Context: an optimization exercise on an open-source flow, tuned for small area. The choices shown serve that exercise and are no tape-out recipe. In this exercise RTL edits were held to simulation tests only and were not proved equivalent to the original. No activity file was given, so power comes from the tool's default toggle rates.

## ember
// DSP_DATA_SWITCH_v1_0
	module DSP_DATA_SWITCH_v1_0 #
	(
    parameter integer DATA_WIDTH_IN_BYTES	= 4
	)
	(
        output wire  RDY,
        input  wire  ACLK,
        input  wire  ARESETn,
		output wire  s00_axis_tready,
		input wire [8*DATA_WIDTH_IN_BYTES-1 : 0] s00_axis_tdata,
		input wire  s00_axis_tlast,
		input wire  s00_axis_tvalid,
		output wire  s01_axis_tready,
		input wire [8*DATA_WIDTH_IN_BYTES-1 : 0] s01_axis_tdata,
		input wire  s01_axis_tlast,
		input wire  s01_axis_tvalid,
		output wire  s02_axis_tready,
		input wire [8*DATA_WIDTH_IN_BYTES-1 : 0] s02_axis_tdata,
		input wire  s02_axis_tlast,
		input wire  s02_axis_tvalid,
		output wire  s03_sel_axis_tready,
		input wire [7:0] s03_sel_axis_tdata,
		input wire  s03_sel_axis_tvalid,
		output wire  m00_axis_tvalid,
		output wire [8*DATA_WIDTH_IN_BYTES-1 : 0] m00_axis_tdata,
		output wire  m00_axis_tlast,
		input wire  m00_axis_tready
	);
==> flow/config.mk <==
export PLATFORM = sky130hd
export DESIGN_NAME = DSP_DATA_SWITCH_v1_0
export DESIGN_NICKNAME = DSP_DATA_SWITCH_v1_0
export VERILOG_FILES = /design/flow/design.v
export SDC_FILE = /design/flow/constraint.sdc
export NUM_CORES = 4
export LEC_CHECK = 0
export CAP_MARGIN = 0
export CORE_MARGIN = 2
export CORE_UTILIZATION = 40
export GPL_TIMING_DRIVEN = 0
export SLEW_MARGIN = 0
==> flow/constraint.sdc <==
create_clock -name core_clock -period 5.0 [get_ports {ACLK}]
set_input_delay 1.0000 -clock core_clock [delete_from_list [all_inputs] [get_ports {ACLK}]]
set_output_delay 1.0000 -clock core_clock [all_outputs]
set_load 0.01 [all_outputs]
standard.sh (not shown) runs the stock make flow with config.mk's settings and CLKGATE_MAP_FILE= SYNTH_SCRIPT=/design/flow/synth_recipe.tcl, a recipe that flattens the netlist after the stock synthesis.
==> flow/flow/run.sh <==
#!/bin/bash
# Standard ORFS layout with three changes:
#  - synthesis maps the combinational logic with an area-oriented ABC script (flow/synth.tcl);
#  - port buffers are made as sky130_fd_sc_hd__buf_1;
#  - the clock tree uses small clock buffers and no dummy loads.
set -euo pipefail
HERE=$(pwd)
export FLOW_FLOW_ABC="$HERE/flow/area.abc"
BP="-buffer_cell sky130_fd_sc_hd__buf_1"
CA="-sink_clustering_enable -repair_clock_nets -dont_use_dummy_load -buf_list sky130_fd_sc_hd__clkbuf_4 -root_buf sky130_fd_sc_hd__clkbuf_4"
export BUFFER_PORTS_ARGS="$BP" CTS_ARGS="$CA"
bash standard.sh finish "SYNTH_SCRIPT=$HERE/flow/synth.tcl" "BUFFER_PORTS_ARGS=$BP" "CTS_ARGS=$CA" > orfs_make.log 2>&1
==> flow/flow/area.abc <==
strash
&get -n
&dch -f
&nf -p -R 1000 -F 8 -A 4 -a
&put
topo
==> flow/flow/synth.tcl <==
# Standard ORFS synthesis (as synth_recipe.tcl runs it), except that the combinational logic is
# mapped with an area-oriented ABC script (flow/area.abc, path in FLOW_FLOW_ABC). Flip-flops are
# mapped before ABC runs, so the registers, their names and cell types are the standard ones.
proc synth {args} { yosys synth -nofsm -noshare {*}$args }
set f [open $::env(SCRIPTS_DIR)/synth.tcl]; set txt [read $f]; close $f
set pre {source $::env(SCRIPTS_DIR)/synth_preamble.tcl}
set idx [string first $pre $txt]
if {$idx < 0} { error "preamble line not found" }
set txt [string replace $txt $idx [expr {$idx + [string length $pre] - 1}] \
  "$pre\nset abc_args \[list -script $::env(FLOW_FLOW_ABC) {*}\[lrange \$abc_args 2 end\]\]\nputs \"custom abc args: \$abc_args\""]
eval $txt
# left out here: clear keep_hierarchy, flatten, clean up, hide names made inside functions, write 1_2_yosys.v
Input-level comparison between amber and ember:
Settings: PLACE_DENSITY now 0.65, previously not set; GPL_TIMING_DRIVEN no longer set, was 0; CORE_UTILIZATION now 50, was 40.
==> comparison <==
amber finished all stages; the layout is clean.
amber: required time at the endpoint of the critical path lower than ember
Of the two values seen for kind of critical path, in -> reg was produced by ember and reg -> reg by amber.
Routed wire in amber totals less than in ember.
[compare] base=ember new=amber: maximum level of the CTS H-tree about even; count of clock-net buffers in the final layout was more or less identical; hold slack went down by 15 ps; setup slack picked up an extra 560 ps; power share of the clock group moved down.
Global routing met3 resource utilization (lower): ember
The via count reported for amber is higher than the one for ember.
Changes in yarrow relative to amber:
Settings: CORE_UTILIZATION: 50 -> 65; PLACE_DENSITY: 0.65 -> 0.8.
## What came out
NOTE routed metal-1 wire length amber->yarrow decreased by more than 10%. yarrow vs. amber: clock latency on the worst-skew pair went up by 20 ps. yarrow ends up with higher share of the clock period used by the worst path after layout than amber does. Proportion of power drawn by combinational gates: yarrow vs amber up 0.8 points. Looking at final cell count without fillers, yarrow sits 4.6% lower than amber does. In yarrow, the worst path required time came out 90 ps above the value in amber.

## re-timing with driven ports
Ports are ideal in the flow. The routed layouts listed here were re-timed in OpenROAD.
Step 1 (the two cells are an assumption about what drives the block):
set clk [get_ports {ACLK}]
set_driving_cell -lib_cell sky130_fd_sc_hd__clkbuf_16 $clk
set_driving_cell -lib_cell sky130_fd_sc_hd__buf_2 [delete_from_list [all_inputs] $clk]
Step 2 adds t to the input delays and takes it off the output delays; t is the mean of the earliest and latest rising clock arrival at the registers after step 1. Input paths then give back, and output paths get back, about the clock's delay inside the block.
Slacks: ideal ports / drivers / drivers and shift; pairs: ideal ports / drivers.
run | t (ns) | slack for setup (ns) | hold WS [ns]
ember | 0.496 | 2.261 / 2.261 / 1.765 | 0.435 / 0.435 / 0.435
amber | 0.486 | 2.823 / 2.823 / 2.540 | 0.419 / 0.419 / 0.419
yarrow | 0.510 | 2.808 / 2.808 / 2.536 | 0.419 / 0.419 / 0.419
After both steps every run listed still meets setup and hold. The setup slack of ember, which loses most, moves by 0.000 ns with the drivers and by -0.496 ns with both steps.
